Context: an optimization exercise on an open-source flow, tuned for small area. The choices shown serve that exercise and are no tape-out recipe. The RTL was checked by simulation tests, not by an equivalence proof against the original design. The clock input has no modelled driver; a real chip could not lean on it and would need a root buffer or a full tree. Power and IR drop assume default switching activity.

==> flow/design.v <==
`timescale 1ns/10ps
module tbase(input clk, input rst, output tick, output last);
reg [5:0] s;
assign tick = s[0] & s[2] & s[3] & s[5];
assign last = s[0] & s[1] & s[4] & s[5];
always @(posedge clk)
  if (rst | last) s <= 6'd0;
  else s <= {s[4:0], ~(s[5] ^ s[0])};
endmodule
module tcount(input clk, input rst, input tick, output reg a, output reg [1:0] b, output reg [2:0] c);
always @(posedge clk)
  if (rst) begin a <= 1; b <= 2'b11; c <= 3'b000; end
  else if (tick) begin
    a <= ~a;
    b <= {b[0], ~(b[1] | b[0])};
    c <= {c[1:0], ~c[1] & (c[0] | ~c[2])};
  end
endmodule
module deb(input clk, input rst, input en, input key, output reg key_out);
reg [3:0] run;
wire flip = run[3] & run[1];
always @(posedge clk) begin
  if (rst) begin key_out <= 0; run <= 0; end
  else begin
    if (flip) begin key_out <= ~key_out; run <= 0; end
    else if (en) run <= (key == key_out) ? run + 4'd1 : 4'd0;
  end
end
endmodule
module cls(input clk, input rst, input tick, input tick10, input key, output reg [1:0] o);
reg lvl;
reg [7:0] win;
wire full = win[0] & ~win[1] & win[3] & ~win[4] & win[6];
always @(posedge clk) begin
  if (rst) begin lvl <= 0; win <= 8'd144; o <= 2'b01; end
  else begin
    if (tick && key != lvl) begin
      lvl <= key;
      win <= {7'b0010000, ~key};
      o <= {~key, full};
    end else if (tick10 && !full) win <= {win[6:0], win[7]^win[5]^win[2]^win[1]};
  end
end
endmodule
module symb(input clk, input rst, input tick, input [1:0] o, output [7:0] cnt, output reg chg, output reg [3:0] N, output reg [3:0] N34, output reg [3:0] N56);
reg EN;
reg [2:0] j;
reg [4:0] d;
wire clr = (o == 2'b01);
wire shift = o[1] & EN;
always @(posedge clk) begin
  EN <= ~o[1];
  if (rst) begin j <= 0; d <= 0; chg <= 0; end
  else if (clr) begin chg <= 1; j <= 0; d <= 0; end
  else if (shift) begin
    j <= {j[1] | (j[2] & ~j[0]), j[0], ~j[2]};
    d <= {d[3:0], o[0]};
    chg <= 0;
  end
end
wire [4:0] p = {j[2] & ~j[1], j[2] & ~j[0], j[2], j[1] | j[2], j[0] | j[2]};
assign cnt = {p[3], d[3], p[2], d[2], p[1], d[1], p[0], d[0]};
wire [3:0] dec = ~p[4] ? 4'b0000 :
  (d == 5'b11111) ? 4'b1111 :
  (d == 5'b01111) ? 4'b0001 :
  (d == 5'b00111) ? 4'b1100 :
  (d == 5'b00011) ? 4'b1000 :
  (d == 5'b00001) ? 4'b0010 :
  (d == 5'b00000) ? 4'b1011 :
  (d == 5'b10000) ? 4'b1101 :
  (d == 5'b11000) ? 4'b0100 :
  (d == 5'b11100) ? 4'b1110 :
  (d == 5'b11110) ? 4'b1010 :
  4'b0000;
always @(posedge clk) begin
  if (rst) begin N <= 4'b0000; N34 <= 4'b0000; end
  else begin
    if (tick) N <= dec;
    if (clr & ~chg) N34 <= N;
  end
  if (!rst && clr && !chg) N56 <= N34;
end
endmodule
module disp(input clk, input rst, input tick, input a, input [1:0] b, input [3:0] N, N34, N56, output [7:0] DISPLAYOUT, output [5:0] DIG);
wire na = ~a;
wire [1:0] nb = {b[0], ~(b[1] | b[0])};
wire selN = na ? (nb == 2'b00) : (nb == 2'b10);
wire sel34 = na ? (nb == 2'b10) : (nb == 2'b01);
wire [3:0] ch = selN ? N : sel34 ? N34 : N56;
wire valid = (ch != 4'b0000);
reg [3:0] nib;
always @(posedge clk)
  if (rst) nib <= 4'b0000;
  else if (tick) nib <= na ? (valid ? 4'b1000 : 4'b1111) : (valid ? ch : 4'b1111);
assign DISPLAYOUT[0] = nib[3] | nib[2];
assign DISPLAYOUT[1] = ~((~nib[2] & nib[1] & nib[0]) | (~nib[3] & ~nib[2] & ~nib[1] & ~nib[0]));
assign DISPLAYOUT[2] = ~((nib[3] & nib[2] & ~nib[1]) | (~nib[3] & ~nib[2] & ~nib[1] & ~nib[0]));
assign DISPLAYOUT[3] = nib[3];
assign DISPLAYOUT[4] = nib[3] & nib[2];
assign DISPLAYOUT[5] = nib[1];
assign DISPLAYOUT[6] = (nib[3] & ~nib[0]) | (~nib[2] & nib[1]);
assign DISPLAYOUT[7] = (nib[3] & ~nib[1] & nib[0]);
wire R = &b;
assign DIG[0] = ~(b == 2'b10 & ~a) & ~R;
assign DIG[1] = ~(b == 2'b00 & a) & ~R;
assign DIG[2] = ~(b == 2'b01 & ~a) & ~R;
assign DIG[3] = ~(b == 2'b10 & a) & ~R;
assign DIG[4] = ~(b == 2'b00 & ~a) & ~R;
assign DIG[5] = ~(b == 2'b01 & a) & ~R;
endmodule
module main (input clk,rst,key,output[5:0] DIG,output[7:0]DISPLAYOUT,output test,output change,output [1:0] out,output [7:0]cnt);
wire tick, last, a;
wire [1:0] b;
wire [2:0] c;
wire [3:0] N, N34, N56;
wire tick10 = last & ~a & ~c[2] & ~c[0];
tbase u_tbase(clk, rst, tick, last);
tcount u_tcount(clk, rst, tick, a, b, c);
deb u_deb(clk, rst, tick10, key, test);
cls u_cls(clk, rst, tick, tick10, test, out);
symb u_symb(clk, rst, tick, out, cnt, change, N, N34, N56);
disp u_disp(clk, rst, tick, a, b, N, N34, N56, DISPLAYOUT, DIG);
endmodule
export LEC_CHECK = 0
export ABC_AREA = 1
export CAP_MARGIN = 20
export CORE_MARGIN = 2
export CORE_UTILIZATION = 40
export SLEW_MARGIN = 20
create_clock -name core_clock -period 10.0 [get_ports {clk}]
standard.sh (not shown) runs the stock make flow with config.mk's settings and CLKGATE_MAP_FILE= SYNTH_SCRIPT=/design/flow/synth_recipe.tcl, a recipe that flattens the netlist after the stock synthesis.
==> flow/flow/run.sh <==
#!/bin/bash
# Standard ORFS layout (bash standard.sh), with these changes to how it is made:
#  * synthesis extracts no half/full-adder cells, and ABC maps for area only
#    (flow/abc_area.script replaces ORFS's, which buffers and upsizes for
#    speed; the 10 ns clock leaves ample slack),
#  * ports are buffered with buf_1 instead of the default buffer,
#  * the clock tree (flow/cts.tcl): CTS with clkbuf_8, no dummy loads and no
#    non-default routing rule, then its root buffer is removed and its four
#    leaves merged in pairs into two clkbuf_16 fed by the clock port.
# make's output goes to flow.log; each ORFS step logs to orfs/logs/.
set -euo pipefail
here=$PWD
rm -rf "$here/scripts"
cp -r "$FLOW_HOME/scripts" "$here/scripts"
cp "$here/flow/abc_area.script" "$here/scripts/abc_area.script"
cp "$here/flow/cts.tcl" "$here/scripts/cts.tcl"
export SCRIPTS_DIR="$here/scripts"
export ADDER_MAP_FILE=""
export BUFFER_PORTS_ARGS="-buffer_cell sky130_fd_sc_hd__buf_1"
export CTS_ARGS="-sink_clustering_enable -repair_clock_nets -dont_use_dummy_load -apply_ndr none -buf_list sky130_fd_sc_hd__clkbuf_8"
export CLOCK_PORT_NET=clk
export CLOCK_LEAVES=2
export CLOCK_LEAF_BUFFER=sky130_fd_sc_hd__clkbuf_16
bash standard.sh finish > "$here/flow.log" 2>&1
Other scripts of this flow, unchanged in this note and not shown: flow/flow/abc_area.script, flow/flow/cts.tcl
Edit:
--- a/flow/design.v
+++ b/flow/design.v
@@ -69,5 +69,5 @@
   (d == 5'b00000) ? 4'b1011 :
   (d == 5'b10000) ? 4'b1101 :
-  (d == 5'b11000) ? 4'b0100 :
+  (d == 5'b11000) ? 4'b1001 :
   (d == 5'b11100) ? 4'b1110 :
   (d == 5'b11110) ? 4'b1010 :
@@ -93,12 +93,12 @@
   if (rst) nib <= 4'b0000;
   else if (tick) nib <= na ? (valid ? 4'b1000 : 4'b1111) : (valid ? ch : 4'b1111);
-assign DISPLAYOUT[0] = nib[3] | nib[2];
-assign DISPLAYOUT[1] = ~((~nib[2] & nib[1] & nib[0]) | (~nib[3] & ~nib[2] & ~nib[1] & ~nib[0]));
-assign DISPLAYOUT[2] = ~((nib[3] & nib[2] & ~nib[1]) | (~nib[3] & ~nib[2] & ~nib[1] & ~nib[0]));
-assign DISPLAYOUT[3] = nib[3];
-assign DISPLAYOUT[4] = nib[3] & nib[2];
+assign DISPLAYOUT[0] = nib[3];
+assign DISPLAYOUT[1] = ~((~nib[2] & nib[1] & nib[0]) | (~nib[3] & ~nib[1] & ~nib[0]));
+assign DISPLAYOUT[2] = ~((~nib[3] & ~nib[1] & ~nib[0]) | (nib[2] & ~nib[1]));
+assign DISPLAYOUT[3] = ~((~nib[3]) | (~nib[2] & ~nib[1] & nib[0]));
+assign DISPLAYOUT[4] = nib[2];
 assign DISPLAYOUT[5] = nib[1];
 assign DISPLAYOUT[6] = (nib[3] & ~nib[0]) | (~nib[2] & nib[1]);
-assign DISPLAYOUT[7] = (nib[3] & ~nib[1] & nib[0]);
+assign DISPLAYOUT[7] = (nib[2] & ~nib[1] & nib[0]);
 wire R = &b;
 assign DIG[0] = ~(b == 2'b10 & ~a) & ~R;
Effect: The changed run finished with timing, DRC and antenna clean. First-iteration DRC count is lower by a quarter to a third. Hold slack improved by 0.0071 ns. Design area is higher slightly. Total power is higher slightly. Non-clock buffer count does not change. Clock skew is lower by 0.0079 ns. Global-route usage is lower by 0.24 points. Area after synthesis is higher slightly. Worst setup slack improved by 0.034 ns. Combinational power is lower slightly. Wire length is lower by a few percent. Utilization is higher by 0.18 points. Sequential power hardly moves. Fmax is higher slightly.

-- afterwards: timing with drivers on the ports --
The flow's constraints put no driver on any port. The routed layouts listed below were extracted and timed again, unchanged, in two steps. Step 1 sets driving cells, clkbuf_16 on the clock port and buf_2 on the other inputs (assumed; they add their load-dependent delay and slew). Step 2, shift: input delay + t, output delay - t, t = (earliest + latest rising clock arrival at the registers) / 2. This alone moves slack from input paths to output paths. Three values: ideal ports, drivers, drivers and shift; two values: the first two.
run | shift t [ns] | setup slack, ns | worst setup path at the end | cell pins on the clock port's net
the first run | 0.198 | 6.675 / 6.635 / 6.582 | input to register | 2
the second run | 0.203 | 6.709 / 6.666 / 6.867 | input to register | 2
After both steps setup and hold are still met in every run listed. The setup slack of the first run, which loses most, moves by -0.040 ns with the drivers and by -0.093 ns with both steps.
